From an optimization exercise on the open Yosys and OpenROAD flow, aimed at small area, a short achievable clock period and few clock cycles per item; shortcuts taken in it are not production practice.
At most, simulation tests tie the RTL to the original design; equivalence was not proved.
Power figures rest on the tool's default switching activity, not on a simulated workload.

==> flow/design.v <==
`timescale 1ns/1ns
module deinterlacer_v2 (
	clock,
	reset,
	dout_data,
	dout_ready,
	dout_valid,
	dout_startofpacket,
	dout_endofpacket,
	din_data,
	din_ready,
	din_valid,
	din_startofpacket,
	din_endofpacket
);
localparam DW = 24;
input  logic          clock;
input  logic          reset;
output logic [DW-1:0] dout_data;
input  logic          dout_ready;
output logic          dout_valid;
output logic          dout_startofpacket;
output logic          dout_endofpacket;
input  logic [DW-1:0] din_data;
output logic          din_ready;
input  logic          din_valid;
input  logic          din_startofpacket;
input  logic          din_endofpacket;
localparam [2:0] S_C0 = 3'd0, S_C1 = 3'd1, S_C2 = 3'd2, S_C3 = 3'd3,
                 S_HDR = 3'd4, S_PIX = 3'd5;
logic [2:0] ss;                     
localparam [2:0] O_IDLE = 3'd0, O_B1 = 3'd1, O_B2 = 3'd2, O_B3 = 3'd3,
                 O_VHDR = 3'd4, O_PIX = 3'd5;
logic [2:0] so;                     
logic [4:0]  wm1;                   
logic        wsel;                  
logic        oact;                  
logic        ahead;                 
logic        wfull;                 
logic        copy1;                 
logic        lastline;              
logic [4:0]  wp, op;                
logic [4:0]  k;                     
logic [DW-1:0]    r0;
logic [16*DW-1:0] s16;
logic [8*DW-1:0]  s8;               
logic [4*DW-1:0]  s4;
logic [2*DW-1:0]  s2;               
logic [DW-1:0]    s1;
wire  [DW-1:0] o16_n = ~(wm1[4] ? s16[16*DW-1 -: DW] : r0);
wire  [DW-1:0] o8    = ~(wm1[3] ? s8[8*DW-1 -: DW]   : o16_n);
wire  [DW-1:0] o4_n  = ~(wm1[2] ? s4[4*DW-1 -: DW]   : o8);
wire  [DW-1:0] o2    = ~(wm1[1] ? s2[2*DW-1 -: DW]   : o4_n);
wire  [DW-1:0] tap_n = ~(wm1[0] ? s1                 : o2);
always_ff @(posedge clock) begin : loop
	r0  <= wsel ? din_data : ~tap_n;
	s16 <= {s16[15*DW-1:0], r0};
	s8  <= {s8[7*DW-1:0], o16_n};
	s4  <= {s4[3*DW-1:0], o8};
	s2  <= {s2[DW-1:0], o4_n};
	s1  <= o2;
end
wire sink_ctl  = (ss == S_C1) || (ss == S_C2) || (ss == S_C3);
wire in_fire   = din_valid && (ss == S_C0 || ss == S_HDR || wsel);
wire write_now = din_valid && wsel;
wire pwrite    = write_now && (ss == S_PIX);
wire cwrite    = write_now && sink_ctl;
wire can_load  = ovalid_n || dout_ready;
wire op_last   = (op == wm1);
wire wp_last   = (wp == wm1);
wire [4:0] k_p1   = k + 5'd1;
wire [4:0] k_inc  = (k == wm1) ? 5'd0 : k_p1;
wire pix_ready = oact && (k == op) && (copy1 || ahead || wfull || wp != op);
wire pix_load  = (so == O_PIX) && pix_ready && can_load;
wire retire    = pix_load && copy1 && op_last;
wire fresh     = pwrite && !oact;                                
wire start     = pwrite && (wp == 5'd0) && (wfull || !oact);     
wire b3_in     = (ss == S_HDR) || (ss == S_PIX);
wire ctl_ready = (so == O_IDLE) ? (ss != S_C0) :
                 (so == O_B1)   ? ((ss != S_C1) && k == 5'd0) :
                 (so == O_B2)   ? (b3_in && k == 5'd2) :
                 (so == O_B3)   ? (k == 5'd0) : 1'b1;
logic [2:0] ss_n, so_n;
always_comb begin
	ss_n = ss;
	if (in_fire)
		case (ss)
			S_C0  : ss_n = S_C1;
			S_C1  : ss_n = S_C2;
			S_C2  : ss_n = S_C3;
			S_C3  : ss_n = S_HDR;
			S_HDR : ss_n = S_PIX;
			default : if (wp_last && din_endofpacket) ss_n = S_C0;
		endcase
	so_n = so;
	case (so)
		O_IDLE, O_B1, O_B2, O_B3, O_VHDR : if (ctl_ready && can_load) so_n = so + 3'd1;
		default : if (retire && lastline && !ahead) so_n = O_IDLE;
	endcase
end
wire oact_n   = (oact && !(retire && !ahead)) || pwrite;
wire ahead_n  = oact && !retire && (ahead || start);
wire wfull_n  = pwrite ? wp_last : (wfull && !(retire && !ahead));
wire [4:0] wp_n = pwrite ? (wp_last ? 5'd0 : wp + 5'd1) : wp;
wire [4:0] op_n = pix_load ? k_inc : op;
wire copy1_n    = (pix_load && op_last) ? ~copy1 : copy1;
wire [4:0] k_n  = (fresh || (cwrite && ss == S_C1)) ? 5'd0 : k_inc;
wire lastline_n = (pwrite && wp_last) ? din_endofpacket : (lastline && !(retire && !ahead));
wire wp_zero   = (wp == 5'd0);
wire mid_w     = !wp_last && !ahead && (!(wp_zero && wfull) || op[4:1] != 4'd0);
wire k2_wp     = (k_p1 + 5'd1 == wp) || (k == wm1 && wp == 5'd1);
wire mid_nw    = !wfull && !wp_zero && k2_wp && !ahead;
wire early_n   = wfull && copy1 && op != 5'd0 && k_p1 == wm1 && wm1 != 5'd0 && !lastline && !ahead;
wire src_pix_n = (so == O_VHDR) ||
                 (so == O_B3 && ctl_ready && can_load) ||
                 (so == O_PIX && !(lastline && copy1 && op_last && k == op && !ahead));
wire spix_v    = (ss == S_HDR) || (ss == S_PIX && !(wsel && wp_last && din_endofpacket));
wire spix_nv   = (ss == S_PIX);
wire wsel_v    = spix_v && src_pix_n && (wsel ? (mid_w || early_n) : (mid_nw || early_n || !oact));
wire wsel_nv   = spix_nv && src_pix_n && (mid_nw || early_n || !oact);
wire src_ctl_n = (so == O_B1) || (so == O_B2) || (so == O_B3) ||
                 (so == O_IDLE && ss != S_C0 && can_load);
wire [2:0] ss_v  = (ss == S_C0)  ? S_C1 :
                   (ss == S_HDR) ? S_PIX :
                   (ss == S_PIX) ? ((wsel && wp_last && din_endofpacket) ? S_C0 : S_PIX) :
                   wsel ? ss + 3'd1 : ss;
wire [4:0] k_cv  = (wsel && ss == S_C1) ? 5'd0 : k_inc;
wire csel_v    = src_ctl_n && ((ss_v == S_C1) || (ss_v == S_C2 && k_cv == 5'd0) ||
                               (ss_v == S_C3 && k_cv == 5'd1));
wire csel_nv   = src_ctl_n && ((ss == S_C1) || (ss == S_C2 && k_inc == 5'd0) ||
                               (ss == S_C3 && k_inc == 5'd1));
wire wsel_n    = din_valid ? (wsel_v || csel_v) : (wsel_nv || csel_nv);
wire drdy_v    = (ss_v == S_C0) || (ss_v == S_HDR) || wsel_v || csel_v;
wire drdy_nv   = (ss == S_C0) || (ss == S_HDR) || wsel_nv || csel_nv;
wire drdy_n    = din_valid ? drdy_v : drdy_nv;
always_ff @(posedge clock or posedge reset) begin : states
	if (reset) begin
		ss        <= S_C0;
		so        <= O_IDLE;
		wsel      <= 0;
		oact      <= 0;
		ahead     <= 0;
		wfull     <= 0;
		copy1     <= 0;
		lastline  <= 0;
		wp        <= 0;
		op        <= 0;
		k         <= 0;
	end else begin
		ss        <= ss_n;
		so        <= so_n;
		wsel      <= wsel_n;
		oact      <= oact_n;
		ahead     <= ahead_n;
		wfull     <= wfull_n;
		copy1     <= copy1_n;
		lastline  <= lastline_n;
		wp        <= wp_n;
		op        <= op_n;
		k         <= k_n;
	end
end
always_ff @(posedge clock) begin : ready_port
	din_ready <= drdy_n;
end
wire [DW-1:0] cb2 = s16[2*DW-1 -: DW];
wire [DW-1:0] cb1 = s16[3*DW-1 -: DW];
always_ff @(posedge clock) begin : loop_length
	if (so == O_IDLE && ctl_ready && can_load)
		wm1 <= 5'd2;
	else if (so == O_B3 && ctl_ready && can_load)
		wm1 <= {cb1[16], cb2[3:0]} - 5'd1;
end
logic ovalid_n;
wire  oload  = (so == O_PIX) ? pix_load : (ctl_ready && can_load);
wire  valid_n = oload || (!ovalid_n && !dout_ready);
always_ff @(posedge clock or posedge reset) begin : source_ctl
	if (reset) begin
		dout_valid <= 0;
		ovalid_n   <= 1;
	end else begin
		dout_valid <= valid_n;
		ovalid_n   <= !valid_n;
	end
end
logic [DW-1:0] odata;
logic          osop, oeop;
always_comb begin
	case (so)
		O_IDLE : begin
			odata = 24'h00_00_0F;
			osop  = 1;
			oeop  = 0;
		end
		O_B1 : begin
			odata = {4'h0, r0[19:16], 4'h0, r0[11:8], 4'h0, r0[3:0]};
			osop  = 0;
			oeop  = 0;
		end
		O_B2 : begin
			odata = {4'h0, s16[18:16], r0[3], 4'h0, s16[10:8], s16[19], 4'h0, s16[3:0]};
			osop  = 0;
			oeop  = 0;
		end
		O_B3 : begin
			odata = {4'h0, 4'h2, 4'h0, s16[10:8], 1'b0, 4'h0, s16[2:0], s16[11]};
			osop  = 0;
			oeop  = 1;
		end
		O_VHDR : begin
			odata = 24'h00_00_00;
			osop  = 1;
			oeop  = 0;
		end
		default : begin
			odata = r0;
			osop  = 0;
			oeop  = copy1 && op_last && lastline && !ahead;
		end
	endcase
end
always_ff @(posedge clock) begin : source_data
	if (can_load) begin
		dout_data          <= odata;
		dout_startofpacket <= osop;
		dout_endofpacket   <= oeop;
	end
end
endmodule
export LEC_CHECK = 0
export ABC_CLOCK_PERIOD_IN_PS = 2500
export CAP_MARGIN = 20
export CORE_MARGIN = 2
export CORE_UTILIZATION = 60
export PLACE_DENSITY = 0.8
export SLEW_MARGIN = 20
create_clock -name core_clock -period 8.0 [get_ports {clock}]
standard.sh (not shown) runs the stock make flow with config.mk's settings and CLKGATE_MAP_FILE= SYNTH_SCRIPT=/design/flow/synth_recipe.tcl, a recipe that flattens the netlist after the stock synthesis.
==> flow/flow/run.sh <==
#!/bin/bash
set -euo pipefail
export SETUP_SLACK_MARGIN=5.25
export BUFFER_PORTS_ARGS="-buffer_cell sky130_fd_sc_hd__buf_2"
export CTS_ARGS="-sink_clustering_enable -repair_clock_nets -dont_use_dummy_load -sink_clustering_size 20 -sink_clustering_max_diameter 60 -sink_buffer_max_cap_derate 0.2 -buf_list {sky130_fd_sc_hd__clkbuf_8 sky130_fd_sc_hd__clkbuf_16} -root_buf sky130_fd_sc_hd__clkbuf_16 -tree_buf sky130_fd_sc_hd__clkbuf_16 -sink_clustering_buffer sky130_fd_sc_hd__clkbuf_8"
R=orfs/results/sky130hd/deinterlacer_v2/base
bash standard.sh synth > synth.log 2>&1
python3 flow/downsize.py "$FLOW_HOME/platforms/sky130hd/lib/sky130_fd_sc_hd__tt_025C_1v80.lib" "$R/1_2_yosys.v" > downsize.log 2>&1
rm -f "$R/1_synth.odb" "$R/1_synth.sdc"
bash standard.sh > standard.log 2>&1
==> flow/flow/downsize.py <==
#!/usr/bin/env python3
"""Swap every combinational cell of the synthesized netlist for the smallest
drive strength of the same cell (same function and pins); the layout's
repair steps then size up what timing needs. Flip-flops are left alone."""
import re, sys
lib, net = sys.argv[1], sys.argv[2]
area = {}
cur = None
for line in open(lib):
    m = re.match(r'\s*cell\s*\(\s*"?(sky130_fd_sc_hd__\w+?)"?\s*\)', line)
    if m:
        cur = m.group(1)
        continue
    m = re.match(r'\s*area\s*:\s*([0-9.]+)', line)
    if m and cur:
        area[cur] = float(m.group(1))
        cur = None
dont = set(sys.argv[3].split()) if len(sys.argv) > 3 else set()
best = {}
for c, a in area.items():
    m = re.match(r'(sky130_fd_sc_hd__\w+)_(\d+)$', c)
    if not m or c in dont:
        continue
    base = m.group(1)
    if base not in best or a < area[best[base]]:
        best[base] = c
seq = re.compile(r'sky130_fd_sc_hd__(df|edf|sdf|dl|clk|conb|tap|fill|decap|lpflow|probe)')
text = open(net).read()
swaps = {}
def sub(m):
    c = m.group(0)
    mm = re.match(r'(sky130_fd_sc_hd__\w+)_(\d+)$', c)
    if not mm or seq.match(c):
        return c
    b = best.get(mm.group(1))
    if b and b != c and area[b] < area[c]:
        swaps[c] = swaps.get(c, 0) + 1
        return b
    return c
text = re.sub(r'\bsky130_fd_sc_hd__\w+\b', sub, text)
open(net, 'w').write(text)
for c, n in sorted(swaps.items()):
    print(c, '->', sub(re.match(r'.*', c)) if False else best[re.match(r'(sky130_fd_sc_hd__\w+)_(\d+)$', c).group(1)], n)
The baseline finished clean.
Testbench counts at the start, summed over its fixed seeds: cycles 15,322, frames 64.
Change:
--- a/flow/flow/run.sh
+++ b/flow/flow/run.sh
@@ -1,0 +2,6 @@
+# Standard layout with these changes in how it is made:
+#  - the synthesized netlist's combinational cells start at their smallest
+#    drive strength (repair sizes up what timing needs);
+#  - plain buffers on the ports;
+#  - flip-flops that drive output ports are placed at their port buffers;
+#  - no CTS dummy loads, larger clock sink clusters;
@@ -4,0 +11 @@
+export PRE_DETAIL_PLACE_TCL="$PWD/flow/move_oflops.tcl"
==> flow/flow/move_oflops.tcl (new file) <==
# Before detailed placement: put each flip-flop that drives an output port's
# buffer at that buffer's spot (detailed placement then legalizes both), so
# the flip-flop's output does not cross the die to reach the port.
set block [ord::get_db_block]
set moved 0
foreach bterm [$block getBTerms] {
  if {[$bterm getIoType] != "OUTPUT"} { continue }
  set net [$bterm getNet]
  if {$net == "NULL"} { continue }
  foreach bit [$net getITerms] {
    if {![$bit isOutputSignal]} { continue }
    set buf [$bit getInst]
    foreach in [$buf getITerms] {
      if {![$in isInputSignal]} { continue }
      set inet [$in getNet]
      if {$inet == "NULL"} { continue }
      foreach d [$inet getITerms] {
        if {![$d isOutputSignal]} { continue }
        set ff [$d getInst]
        if {[[$ff getMaster] isSequential]} {
          lassign [$buf getLocation] x y
          $ff setLocation $x $y
          incr moved
        }
      }
    }
  }
}
puts "move_oflops: moved $moved flip-flops next to their output buffers"
- routed wire length rises by a few percent
- critical path depth is unchanged
- via count is about the same
Change:
--- a/flow/flow/run.sh
+++ b/flow/flow/run.sh
@@ -12 +12 @@
-export CTS_ARGS="-sink_clustering_enable -repair_clock_nets -dont_use_dummy_load -sink_clustering_size 20 -sink_clustering_max_diameter 60 -sink_buffer_max_cap_derate 0.2 -buf_list {sky130_fd_sc_hd__clkbuf_8 sky130_fd_sc_hd__clkbuf_16} -root_buf sky130_fd_sc_hd__clkbuf_16 -tree_buf sky130_fd_sc_hd__clkbuf_16 -sink_clustering_buffer sky130_fd_sc_hd__clkbuf_8"
+export CTS_ARGS="-sink_clustering_enable -repair_clock_nets -dont_use_dummy_load -sink_clustering_size 20 -sink_clustering_max_diameter 60 -sink_buffer_max_cap_derate 0.2 -buf_list {sky130_fd_sc_hd__clkbuf_8 sky130_fd_sc_hd__clkbuf_16}"
After rerunning: The changed run completed without violations. Cell count is about the same. Global-route usage stays flat. Non-clock buffer count does not change. Sequential power is about the same. Utilization came out lower by 0.21 points. Synthesized area stays the same.

## job 101
deinterlacer_v2, a different RTL version from the one above (not shown whole).
## deinterlacer_v2
module deinterlacer_v2 (
	clock,
	reset,
	dout_data,
	dout_ready,
	dout_valid,
	dout_startofpacket,
	dout_endofpacket,
	din_data,
	din_ready,
	din_valid,
	din_startofpacket,
	din_endofpacket
);
Settings: LEC_CHECK=0, ABC_CLOCK_PERIOD_IN_PS=2500, CAP_MARGIN=20, CORE_MARGIN=2, CORE_UTILIZATION=50, SETUP_SLACK_MARGIN=5, SLEW_MARGIN=20; clock period 8.0 ns.
run.sh (not shown) runs the stock make flow with config.mk's settings and CLKGATE_MAP_FILE= SYNTH_SCRIPT=/design/flow/synth_recipe.tcl, a recipe that flattens the netlist after the stock synthesis.
Stock flow here: none of the scripts above is used.
[inputs] job 102 vs job 101
Settings: CORE_UTILIZATION: 50 -> 30; ABC_CLOCK_PERIOD_IN_PS: 2500 -> unset.
### Flow results
- Job 102: no failed stages, no open violations at the end
- Well-tap cell count delta for job 102 relative to job 101: 365 higher
- Looking at wire length, job 102 sits 2.3 mm higher than job 101 does.
- Job 102 does worse than job 101 on total power draw.
- Summary — global-route usage, job 102 relative to job 101: lower, by 5.6 points.
- [compare] base=job 101 new=job 102: remaining antenna violation count has remained practically unchanged, post-route clock skew saw an increase, initial antenna violation count went up by 6, core utilization decreased by 23 points relative to the old numbers.
- Re minimum clock period: job 101 was lower than job 102.
Function was not checked in any run of this note: the RTL went through the layout flow alone.

Another version of the RTL of deinterlacer_v2 (not shown whole).
For scale: ~1400 cells after synthesis, ~840 flip-flops, roughly 58 I/O pins, roughly 21000 sq um of cells after synthesis.
export LEC_CHECK = 0
export ABC_CLOCK_PERIOD_IN_PS = 2500
export CAP_MARGIN = 20
export CORE_MARGIN = 2
export CORE_UTILIZATION = 60
export PLACE_DENSITY = 0.8
export SLEW_MARGIN = 20
create_clock -name core_clock -period 8.0 [get_ports {clock}]
standard.sh (not shown) runs the stock make flow with config.mk's settings and CLKGATE_MAP_FILE= SYNTH_SCRIPT=/design/flow/synth_recipe.tcl, a recipe that flattens the netlist after the stock synthesis.
==> flow/flow/run.sh <==
#!/bin/bash
# Standard layout with these changes in how it is made:
#  - the synthesized netlist's combinational cells start at their smallest
#    drive strength (repair sizes up what timing needs);
#  - plain buffers on the ports;
#  - flip-flops that drive output ports are placed at their port buffers;
#  - no CTS dummy loads, larger clock sink clusters;
set -euo pipefail
export SETUP_SLACK_MARGIN=5.30
export BUFFER_PORTS_ARGS="-buffer_cell sky130_fd_sc_hd__buf_2"
export PRE_DETAIL_PLACE_TCL="$PWD/flow/move_oflops.tcl"
export CTS_ARGS="-sink_clustering_enable -repair_clock_nets -dont_use_dummy_load -sink_clustering_size 20 -sink_clustering_max_diameter 60 -sink_buffer_max_cap_derate 0.2 -buf_list {sky130_fd_sc_hd__clkbuf_8 sky130_fd_sc_hd__clkbuf_16} -root_buf sky130_fd_sc_hd__clkbuf_16 -tree_buf sky130_fd_sc_hd__clkbuf_16 -sink_clustering_buffer sky130_fd_sc_hd__clkbuf_8"
R=orfs/results/sky130hd/deinterlacer_v2/base
bash standard.sh synth > synth.log 2>&1
python3 flow/downsize.py "$FLOW_HOME/platforms/sky130hd/lib/sky130_fd_sc_hd__tt_025C_1v80.lib" "$R/1_2_yosys.v" > downsize.log 2>&1
rm -f "$R/1_synth.odb" "$R/1_synth.sdc"
bash standard.sh > standard.log 2>&1
==> flow/flow/move_oflops.tcl <==
# Before detailed placement: put each flip-flop that drives an output port's
# buffer at that buffer's spot (detailed placement then legalizes both), so
# the flip-flop's output does not cross the die to reach the port.
set block [ord::get_db_block]
set moved 0
foreach bterm [$block getBTerms] {
  if {[$bterm getIoType] != "OUTPUT"} { continue }
  set net [$bterm getNet]
  if {$net == "NULL"} { continue }
  foreach bit [$net getITerms] {
    if {![$bit isOutputSignal]} { continue }
    set buf [$bit getInst]
    foreach in [$buf getITerms] {
      if {![$in isInputSignal]} { continue }
      set inet [$in getNet]
      if {$inet == "NULL"} { continue }
      foreach d [$inet getITerms] {
        if {![$d isOutputSignal]} { continue }
        set ff [$d getInst]
        if {[[$ff getMaster] isSequential]} {
          lassign [$buf getLocation] x y
          $ff setLocation $x $y
          incr moved
        }
      }
    }
  }
}
puts "move_oflops: moved $moved flip-flops next to their output buffers"
Scripts as last shown in full above: flow/flow/downsize.py
Testbench counts at the start, summed over its fixed seeds: cycles 15,258, frames 64.
Rerun with:
--- a/flow/flow/run.sh
+++ b/flow/flow/run.sh
@@ -6,5 +6,6 @@
 #  - flip-flops that drive output ports are placed at their port buffers;
-#  - no CTS dummy loads, larger clock sink clusters;
+#  - clock tree: no dummy loads, clusters of up to 20 flip-flops on
+#    clkbuf_8, clkbuf_16 above them;
 set -euo pipefail
-export SETUP_SLACK_MARGIN=5.30
+export SETUP_SLACK_MARGIN=5.35
 export BUFFER_PORTS_ARGS="-buffer_cell sky130_fd_sc_hd__buf_2"
CORE_UTILIZATION = 75   (was 60)
PLACE_DENSITY = 0.85   (was 0.8)
Effect:
- The new run produced a clean layout
- clock skew climbs by 0.0067 ns
- hold slack loses 0.0053 ns
- maximum frequency shrinks slightly
Rerun with:
CORE_UTILIZATION = 60   (was 75)
PLACE_DENSITY = 0.8   (was 0.85)
Result: Via count falls by 1.9%. Cell count rises by 6.5%. Clock skew rises by 0.0049 ns. Worst hold slack loses 0.032 ns. Synthesized cell count is unchanged. Design area rises by 0.79%. Wire length falls by 8.9%. Worst setup slack hardly moves. Sequential power falls by about 1%. Total power falls by 1.2%.
Rerun with:
CORE_UTILIZATION = 70   (was 60)
PLACE_DENSITY = 0.9   (was 0.8)
The changed run produced a clean layout.
Cell count falls by 3.8%.
Core utilization is higher by 12 points.
Global-route usage rose by 6.0 points.
Total power increases by 2.2%.

static timing again, ports no longer ideal:
The results above use ideal ports. As a check the final layouts listed here were re-extracted and re-timed, cells and wires unchanged. Step 1 (the two cells are an assumption about what drives the block):
set clk [get_ports {clock}]
set_driving_cell -lib_cell sky130_fd_sc_hd__clkbuf_16 $clk
set_driving_cell -lib_cell sky130_fd_sc_hd__buf_2 [delete_from_list [all_inputs] $clk]
Step 2 times the ports against the registers' clock, not the clock port: input delays grow and output delays shrink by t, the midpoint of the rising clock arrivals with the driver on. Three values: no drivers, after step 1, after step 2; two values: the first two.
| run | shift t [ns] | slack for setup (ns) | hold WS [ns] | cell pins on the clock port's net |
|---|---|---|---|---|
| the first run of note 1 | 0.566 | 5.222 / 5.173 / 4.722 | 0.280 / 0.280 / 0.280 | 1 |
| the second run of note 1 | 0.564 | 5.317 / 5.266 / 4.803 | 0.287 / 0.287 / 0.287 | 1 |
| the third run of note 1 | 0.619 | 5.185 / 5.207 / 4.588 | 0.283 / 0.283 / 0.283 | 1 |
| job 101 | 0.645 | 5.056 / 5.002 / 4.470 | 0.319 / 0.319 / 0.319 | 1 |
| job 102 | 0.655 | 5.027 / 4.999 / 4.402 | 0.314 / 0.314 / 0.314 | 1 |
| the first run of note 3 | 0.559 | 5.309 / 5.258 / 4.781 | 0.306 / 0.306 / 0.306 | 1 |
| the second run of note 3 | 0.564 | 5.300 / 5.250 / 4.789 | 0.300 / 0.300 / 0.300 | 1 |
| the third run of note 3 | 0.560 | 5.301 / 5.249 / 4.821 | 0.268 / 0.268 / 0.268 | 1 |
| the fourth run of note 3 | 0.553 | 5.220 / 5.168 / 4.801 | 0.299 / 0.299 / 0.299 | 1 |
After both steps every run listed still meets setup and hold. The setup slack of job 102, which loses most, moves by -0.028 ns with the drivers and by -0.625 ns with both steps.
